This is an optimization exercise on Yosys and OpenROAD, whose aim is small area, a short achievable clock period and few clock cycles per item, not a production implementation. Function was checked by simulation only, so behaviour that the tests miss may differ from the original. Power figures rest on the tool's default switching activity, not on a simulated workload.

## flow/design.v (module list and top-level ports; edited modules follow where they fit)
// module MGT_01_booth_row: 22 lines
// module MGT_01_booth_bit: 7 lines
// module MGT_01_fa: 8 lines
// module MGT_01_ha: 8 lines
// module MGT_01_mul_unit: 808 lines
module MGT_01_mul_unit
(  
  input  logic signed [31:0]       multiplier_i, multiplicand_i,
  input  logic                     clk_i, clk_en_i,                
  input  logic                     rst_n_i,                        
  input  logic [1:0]               operation_i,
  output logic signed [31:0]       result_o,
  output logic                     valid_o
);
  // ...
==> flow/flow/run.sh <==
#!/bin/bash
# Layout flow: the standard ORFS flow (standard.sh), with
#  - buf_2 cells as the port buffers (buffer_ports' default pick is a slow
#    delay cell); every input and output port still gets its own buffer
#  - the Booth rows' a22oi_2 gates from synthesis sized down to a22oi_1
#    (same function and pins); timing repair sizes up what it needs
#  - timing repair aiming at a setup margin below the clock period
# Each tool's output goes to synth.log and standard.log.
set -e
export BUFFER_PORTS_ARGS="-buffer_cell sky130_fd_sc_hd__buf_2"
export SETUP_SLACK_MARGIN=${MARGIN:-7}
RES=orfs/results/sky130hd/MGT_01_mul_unit/base
bash standard.sh $PWD/$RES/1_2_yosys.v > synth.log 2>&1
sed -i 's/sky130_fd_sc_hd__a22oi_2 /sky130_fd_sc_hd__a22oi_1 /' $RES/1_2_yosys.v
bash standard.sh > standard.log 2>&1
==> flow/standard.sh <==
#!/bin/bash
# synth_recipe.tcl (not shown) runs the flow's synth.tcl, then flattens the netlist and writes it again
# the make line also repeats each setting of config.mk as NAME=value (left out here)
make -C /OpenROAD-flow-scripts/flow DESIGN_CONFIG=/design/flow/config.mk WORK_HOME=/design/flow/orfs CLKGATE_MAP_FILE= SYNTH_SCRIPT=/design/flow/synth_recipe.tcl "${@:-finish}"
==> flow/config.mk <==
export PLATFORM = sky130hd
export DESIGN_NAME = MGT_01_mul_unit
export DESIGN_NICKNAME = MGT_01_mul_unit
export VERILOG_FILES = /design/flow/design.v
export SDC_FILE = /design/flow/constraint.sdc
export NUM_CORES = 4
export LEC_CHECK = 0
export CAP_MARGIN = 20
export CORE_MARGIN = 2
export CORE_UTILIZATION = 55
export PLACE_DENSITY = 0.65
export SLEW_MARGIN = 20
export SYNTH_HIERARCHICAL = 1
export SYNTH_MINIMUM_KEEP_SIZE = 0
==> flow/constraint.sdc <==
create_clock -name core_clock -period 10.0 [get_ports {clk_i}]
set_input_delay 2.0000 -clock core_clock [delete_from_list [all_inputs] [get_ports {clk_i}]]
set_output_delay 2.0000 -clock core_clock [all_outputs]
set_load 0.01 [all_outputs]
==> flow_summary.yaml, run 1 <==
critical_path:
  cp.buffers_inverters: 3
  crit_cells: 8
  critPathCaptureType: "flip-flop"
  crit_top_cell: "fa_2"
timing:
  finalClockSkew_ps: 11.59
  rsz0062_at_grt: "true"
grt:
  grt_pass1_vias: 10140
  grt_start_max_net_pins: 58
  met3_usage: 0.04210
  grtUsageTotal: 0.2965
  grt-busiest-layer: "met2"
cells_and_area:
  final_cell_mix: "xnor2_1 (152), a22oi_1 (139), edfxtp_1 (128)"
  final_common_cell: "xnor2_1"
  finalNetCount: 1587
  largest_class: "multi-input combinational cells"
  buffers: 186
  fill_cells: 1732
routing:
  topRoutingLayerUsed: "met4"
  via_per_inst: 6.043
  wl_met3_um: 2428
  drtIter0Drc: 857
  totalWireLength_um: 37970
clock_network:
  clockBufferDepth: 2
  holdBufCountCts: 0
  cts_made_buffers: 17
  cts_setup_buffers: 30
yosys:
  syn_nets: 1399
  synth.cell_area_sq_um: 13480
power_and_ir_drop:
  powerDensity_nw_per_um2: 268.1
  p_clk_frac: 0.146
  swShare: 0.3936
status:
  outcome: "timing/DRC/antenna clean"
placement:
  place_inst: 1520
min_path:
  hold_start: "valid_q"
Testbench counts, summed over its fixed seeds: cycles 22,400, items 3,200.
==> inputs of run 2 (changes only) <==
--- a/flow/config.mk
+++ b/flow/config.mk
@@ -9,4 +9,5 @@
 export CORE_MARGIN = 2
 export CORE_UTILIZATION = 55
+export CTS_BUF_LIST = sky130_fd_sc_hd__clkbuf_4 sky130_fd_sc_hd__clkbuf_8
 export PLACE_DENSITY = 0.65
 export SLEW_MARGIN = 20
==> run 2 against run 1 <==
Still clean. Flip-flop and latch count unchanged. Utilization down 0.40 points. Critical path depth up 1. Die area unchanged. Global-route usage up 0.21 points. Synthesized area unchanged. Combinational power about the same. Sequential share of layout area up 0.15 points. Clock skew up 3.7 ps. Final cell count up 0.18%. Clock power down 25%. Final area down 0.58%. Critical path type unchanged. Largest power group unchanged.
==> flow_summary.yaml, run 2 <==
timing:
  period_share: 0.3293
  setup_violations: 0
  setup_tns_ps: 0
  slew_headroom: 0.5151
  setup_ws_ps: 6707
  finalClockSkew_ps: 15.30
  maxSlewViolCount: 0
  fmax_ghz: 0.3037
  rsz0062_at_grt: "true"
  fin_crit_ps: 3293
  worst_pin_slew_ps: 727.3
  timing.final.hold_violations: 0
cells_and_area:
  top_register: "c_q"
  final_layout_size_suffix_gt1_frac: 0.3142
  fill_cells: 1740
  area_growth_pct: 22.83
  final_cell_mix: "xnor2_1 (152), a22oi_1 (139), edfxtp_1 (128)"
  antenna_cells: 0
  finalNetCount: 1590
  largest_reg_flops: 33
  final_common_cell: "xnor2_1"
grt:
  grt_antenna_before_repair: 0
  grt_start_max_net_pins: 58
  grtUsageTotal: 0.2986
  grt_remaining_overflow: 0
  grt_pass1_vias: 10100
  grt_pass1_wl_um: 57750
clock_network:
  htree_levels: 4
  root_buffer: "clkbuf_8"
  clkLatencyLatePin_ps: 480
  holdBufCountCts: 0
  cts_made_buffers: 17
  clockBufferDepth: 2
  cts_tree: "yes"
  cts.sinks: 166
  clkTransAtPathRegs_ps: 100
yosys:
  yosys_warnings: 7
  synth_cells: 1101
  postSynthAreaPerCell_sq_um: 12.24
  syn_nets: 1399
  synth.cell_area_sq_um: 13480
min_path:
  min_path_type: "flip-flop to flip-flop"
  hold_start: "cnt_q[2]"
floorplanning:
  core_area_sq_um: 24180
  dieArea_sq_um: 25770
  rows: 57
  ios: 102
  start_util: 0.5574
  die_y_um: 160.5
  die_w_um: 160.5
power_and_ir_drop:
  p_leak_nw: 6.420
  powerDensity_nw_per_um2: 261.8
  ir_worst_vdd_v: 0.0001058
critical_path:
  crit_path_start: "first_q"
  critPathMaxFanout: 8
  crit_path_start_kind: "flip-flop"
  crit_arrival_ps: 3510
  crit_required_ps: 10220
  path_class: "flip-flop to flip-flop"
  critPathCaptureType: "flip-flop"
  r2r_start: "first_q"
routing:
  via_per_inst: 5.993
  totalWireLength_um: 38190
  drtIter0Drc: 787
  dr.pass1.iters: 6
  wl_per_cell_um: 23.44
  drc: 0
  vias: 9763
  ant_nets: 0
placement:
  place.gp.congestion: 0.8583
  portBuffers: 101
  post-dp-hpwl_um: 25570
  dp_slack_ps: 6168
status:
  outcome: "timing/DRC/antenna clean"
run:
  cap_violations: 0
[run 2: final timing paths]
check,end,slack (ps),cells past startpoint
max reg2reg,s_q[23],6710,9
min,valid_q,570,2
max,s_q[23],6710,9
min reg2reg,valid_q,570,2
[run 2: metal layers]
layer / vias to the layer above / wire (um) / track usage
met2: 424 / 19080 / 0.5051
met3: 78 / 2567 / 0.03848
met1: 4945 / 15530 / 0.4042
li1: 4316 / - / -
met5: - / 0 / 0
met4: 0 / 1003 / 0.09664
[run 2: cell type report]
| cell class | instances | area, sq um | share of cell area |
|---|---|---|---|
| clock buffers | 17 | 234.0 | 0.01413 |
| flip-flops and latches | 166 | 4607 | 0.2783 |
| clock inverters | 15 | 140.1 | 0.008466 |
| multi-input cells | 878 | 9585 | 0.5791 |
| repair buffers | 189 | 1431 | 0.08647 |
| inverters | 40 | 150.1 | 0.009070 |
| well taps | 324 | 405.4 | 0.02449 |
[run 2: per-stage QoR]
stage | cells | hold WS, ps | power (mW) | instance area (sq um) | utilization
2_1_floorplan | 1101 | 491.0 | 2.755 | 13530 | -
5_1_grt | 1629 | 602.5 | 4.644 | 16550 | 0.6847
4_1_cts | 1599 | 534.2 | 4.149 | 16120 | 0.6669
6_report | 1629 | 568.2 | 4.334 | 16550 | 0.6847
3_5_place_dp | 1520 | 522.7 | 3.406 | 14480 | 0.5991
3_3_place_gp | 1519 | 513.3 | 3.318 | 14470 | 0.5985
[run 2: where the power goes]
group          leakage (nW)  internal, mW  switching (mW)
combinational          4.71          1.27            1.32
sequential             1.52          1.11           0.147
clock                 0.190         0.203           0.284
total                  6.42          2.59            1.75
[run 2: critical path, stage by stage (launching register included)]
cell and delay (ps):
edfxtp_1 440, buf_6 160, buf_8 130, buf_12 120, buf_16 150, nor2b_4 110, fa_1 460, fa_2 480
fa_2 540, fa_2 420
[run 2: what timing repair did]
action                                  in CTS  in global routing
pin swaps                                   46                 56
setup buffers                               36                 28
endpoints found under the setup margin     220                187
cloned                                      11                  2
gates resized for setup                    196                 46

## static timing again, ports no longer ideal
In the flow no input, the clock included, has a driving cell. The finished layouts below were timed again as built, in two steps. Step 1 assumes that a clkbuf_16 drives the clock port and a buf_2 every other input. Step 2 also shifts input and output timing later by t, the mid clock arrival at the registers, as if the neighbouring blocks saw the same clock. Three values: ideal, step 1, step 2; two values: the first two.
run	t (ns)	slack for setup (ns)	worst hold slack (ns)	worst data-port slew with drivers (ns)
run 1	0.481	6.791 / 6.791 / 6.533	0.515 / 0.515 / 0.515	0.05
run 2	0.518	6.707 / 6.707 / 6.553	0.568 / 0.568 / 0.568	0.04
After both steps every run listed still meets setup and hold. The setup slack of run 1, which loses most, moves by 0.000 ns with the drivers and by -0.258 ns with both steps.
